This design comes from an exercise in tuning for small area, a short achievable clock period and few clock cycles per item on the open sky130 flow, not from production work. At most, simulation tests tie the RTL to the original design; equivalence was not proved. Power and IR drop assume default switching activity.

Setup of TR:
==> flow/design.v (excerpt) <==
module mm_top(
    input  logic       clk,
    input  logic       rst,
    input  logic       read,
    input  logic       start,
    input  logic [7:0] in_data,
    input  logic [2:0] ram_slot,
    output logic       finish,
    output logic [8:0] out_data
);
    localparam int W0 = 17, W1 = 17, W2 = 15, W3 = 13;
    localparam int RW = W0 + W1 + W2 + W3;   
    localparam int O1 = W0, O2 = W0 + W1, O3 = W0 + W1 + W2;
    typedef enum logic [1:0] {IDLE = 2'd0, COMP = 2'd1, READ = 2'd2} state_t;
    state_t     state, state_n;
    logic [4:0] u, u_n;      
    logic [2:0] slot_q;      
    logic       fin_q;
    logic [1:0] g;           
    wire idle  = (state == IDLE);
    wire cmd_c = idle && start;
    wire cmd_r = idle && !start && read;
    always_comb begin
        state_n = state;
        u_n = u + 5'd1;
        case (state)
            IDLE: begin
                u_n = (cmd_c || cmd_r) ? 5'd1 : 5'd0;
                if (cmd_c) state_n = COMP;
                else if (cmd_r) state_n = READ;
  ...
export LEC_CHECK = 0
export ABC_AREA = 1
export CAP_MARGIN = 20
export CORE_MARGIN = 2
export CORE_UTILIZATION = 40
export SLEW_MARGIN = 20
create_clock -name core_clock -period 10.0 [get_ports {clk}]
standard.sh (not shown) runs the stock make flow with config.mk's settings and CLKGATE_MAP_FILE= SYNTH_SCRIPT=/design/flow/synth_recipe.tcl, a recipe that flattens the netlist after the stock synthesis.
==> flow/flow/run.sh <==
#!/bin/bash
set -euo pipefail
ARGS=(SETUP_SLACK_MARGIN=6.8 "CTS_ARGS=-sink_clustering_enable -repair_clock_nets -dont_use_dummy_load -sink_clustering_size 24 -sink_clustering_max_diameter 100" "BUFFER_PORTS_ARGS=-buffer_cell sky130_fd_sc_hd__buf_2")
bash standard.sh "${ARGS[@]}" 3_3_place_gp > standard_flow_place.log 2>&1
ODB=orfs/results/sky130hd/mm_top/base/3_3_place_gp.odb MOVE_FRAC=0.8 BUF_FRAC=0.9 openroad -no_init -exit flow/move_out_regs.tcl > move_out_regs.log 2>&1
bash standard.sh "${ARGS[@]}" finish > standard_flow.log 2>&1
==> flow/flow/move_out_regs.tcl <==
# Pull each output port's buffer part of the way towards its pin, and the
# register that drives it part of the way towards the buffer, after global placement; detailed placement
# legalizes the result.
set frac $::env(MOVE_FRAC)
read_db $::env(ODB)
set block [ord::get_db_block]
foreach bterm [$block getBTerms] {
  if {[$bterm getIoType] != "OUTPUT"} { continue }
  set net [$bterm getNet]
  set buf ""
  foreach it [$net getITerms] { if {[$it isOutputSignal]} { set buf [$it getInst] } }
  if {$buf == ""} { continue }
  set ff ""
  foreach it [$buf getITerms] {
    if {[$it isInputSignal] && [$it getNet] != "NULL"} {
      foreach it2 [[$it getNet] getITerms] { if {[$it2 isOutputSignal]} { set ff [$it2 getInst] } }
    }
  }
  if {$ff == "" || ![[$ff getMaster] isSequential]} { continue }
  # the port's pin position (centre of its first pin box)
  set bb [[lindex [$bterm getBPins] 0] getBBox]
  set px [expr {([$bb xMin] + [$bb xMax]) / 2}]
  set py [expr {([$bb yMin] + [$bb yMax]) / 2}]
  set ol [$buf getLocation]
  set bx [expr {int([lindex $ol 0] + $::env(BUF_FRAC) * ($px - [lindex $ol 0]))}]
  set by [expr {int([lindex $ol 1] + $::env(BUF_FRAC) * ($py - [lindex $ol 1]))}]
  $buf setLocation $bx $by
  set bl [list $bx $by]
  set fl [$ff getLocation]
  set x [expr {int([lindex $fl 0] + $frac * ([lindex $bl 0] - [lindex $fl 0]))}]
  set y [expr {int([lindex $fl 1] + $frac * ([lindex $bl 1] - [lindex $fl 1]))}]
  puts "move [$ff getName] from $fl to $x $y (buffer [$buf getName] at $bl)"
  $ff setLocation $x $y
}
write_db $::env(ODB)
TR | stages: all done | timing, DRC, antenna: all pass
Testbench counts of TR, summed over its fixed seeds: cycles 12,480, items 192.
Edits applied to the flow inputs when going from TR to MS:
-- flow/design.v --
<<< TR, line 125
        logic [RW-1:0] ring0, ring1, ring2, ring3;
        logic [1:0] base;    
        logic [1:0] pos;     
        wire we = we_q[x];
        always_ff @(posedge clk) begin
>>> MS, line 125
        logic [RW-1:0] ring0, ring1, ring2, ring3;
        logic [1:0] base;    
        logic [3:0] pos;     
        wire we = we_q[x];
        always_ff @(posedge clk) begin
<<< TR, line 133
            ring3 <= we ? sum : ring0;
            if (we && last2 && n2[1:0] == 2'd0) base <= g;
            pos <= base + i_n - g - 2'd1;
        end
        assign nheads[x] = ring1;
>>> MS, line 133
            ring3 <= we ? sum : ring0;
            if (we && last2 && n2[1:0] == 2'd0) base <= g;
            pos <= 4'd1 << 2'(base + i_n - g - 2'd1);
        end
        assign nheads[x] = ring1;
<<< TR, line 139
        logic [16:0] c0;
        always_comb begin
            case (pos)
                2'd0: c0 = ring0[16:0];
                2'd1: c0 = ring1[16:0];
                2'd2: c0 = ring2[16:0];
                default: c0 = ring3[16:0];
            endcase
        end
        assign sp_out[x] = sp_h ? {1'b0, c0[16:9]} : c0[8:0];
>>> MS, line 139
        logic [16:0] c0;
        always_comb begin
            c0 = (pos[0] ? ring0[16:0] : 17'd0) | (pos[1] ? ring1[16:0] : 17'd0)
               | (pos[2] ? ring2[16:0] : 17'd0) | (pos[3] ? ring3[16:0] : 17'd0);
        end
        assign sp_out[x] = sp_h ? {1'b0, c0[16:9]} : c0[8:0];
<<< TR, line 165
    always_comb begin
        case (f_col)
            2'd0: hcol = head[O1-1:0];
            2'd1: hcol = head[O2-1:O1];
            2'd2: hcol = 17'(head[O3-1:O2]);
>>> MS, line 161
    always_comb begin
        case (f_col)
            2'd1: hcol = head[O2-1:O1];
            2'd2: hcol = 17'(head[O3-1:O2]);
<<< TR, line 177
    always_ff @(posedge clk) o_par <= u_p1[1];
    wire  [16:0] hold_m = o_par ? hold1 : hold0;
    wire  [2:0]  rslot = idle ? ram_slot : slot_q;
    always_ff @(posedge clk) begin
        if (f_en0) hold0 <= hcol;
        if (f_en1) hold1 <= hcol;
        hi_q <= hold_m[16:9];
        if (sp_use)     out_q <= sp_out[rslot];
        else if (!sp_h) out_q <= hold_m[8:0];
        else            out_q <= {1'b0, hi_q};
>>> MS, line 172
    always_ff @(posedge clk) o_par <= u_p1[1];
    wire  [16:0] hold_m = o_par ? hold1 : hold0;
    wire  [7:0]  rs_oh = 8'd1 << (idle ? ram_slot : slot_q);
    logic [8:0]  sp_sel;
    always_comb begin
        sp_sel = '0;
        for (int x = 0; x < 8; x++) sp_sel = sp_sel | (rs_oh[x] ? sp_out[x] : 9'd0);
    end
    always_ff @(posedge clk) begin
        if (f_en0) hold0 <= hcol;
        if (f_en1) hold1 <= hcol;
        hi_q <= hold_m[16:9];
        if (sp_use)     out_q <= sp_sel;
        else if (!sp_h) out_q <= hold_m[8:0];
        else            out_q <= {1'b0, hi_q};
==> comparison <==
Row total number of cells along the worst setup path: MS higher / TR lower. MS finished all stages; the layout is clean. TR completed; timing, DRC and antenna clean. TR vs MS, critical setup path kind: reg2out vs in2reg. Per the comparison of MS with TR, area added between synthesis and finish comparable; die extent in x comparable. Across both runs, arrival time reported for the critical path endpoint was higher for MS than for TR. MS against TR: die area ~0 delta; total design power ~0 delta; post-cts resize count +about 20%; simple-gate share of the synthesized area -1.2 points; well-tap cell count ~0 delta. Sort MS and TR by final cell count desc -> top: TR. Max sequential cell count across MS and TR: MS. Compared with TR, MS shows a lower post-synthesis cell count. Relative to TR, number of setup buffers added after CTS has gone up in MS. A startpoint of the worst setup timing path of ram_slot[2] is what MS shows, while out_q[6]$_DFF_P_ belongs to TR.
No functional check of the RTL was part of MS.

## static timing again, ports no longer ideal
No port has a modelled driver above. Below, the same layouts with a new extraction and two added sets of constraints.
Step 1 (the two cells are an assumption about what drives the block):
set clk [get_ports {clk}]
set_driving_cell -lib_cell sky130_fd_sc_hd__clkbuf_16 $clk
set_driving_cell -lib_cell sky130_fd_sc_hd__buf_2 [delete_from_list [all_inputs] $clk]
Step 2 adds t to the input delays and takes it off the output delays; t is the mean of the earliest and latest rising clock arrival at the registers after step 1. Input paths then give back, and output paths get back, about the clock's delay inside the block.
Slacks: no drivers / after step 1 / after step 2; pairs: no drivers / after step 1.
run	shift t [ns]	setup WS [ns]	worst slew at a driven data input, ns
TR	0.832	6.756 / 6.665 / 6.197	0.09
MS	0.804	6.799 / 6.713 / 6.063	0.06
After both steps every run listed still meets setup and hold. The setup slack of MS, which loses most, moves by -0.086 ns with the drivers and by -0.736 ns with both steps.
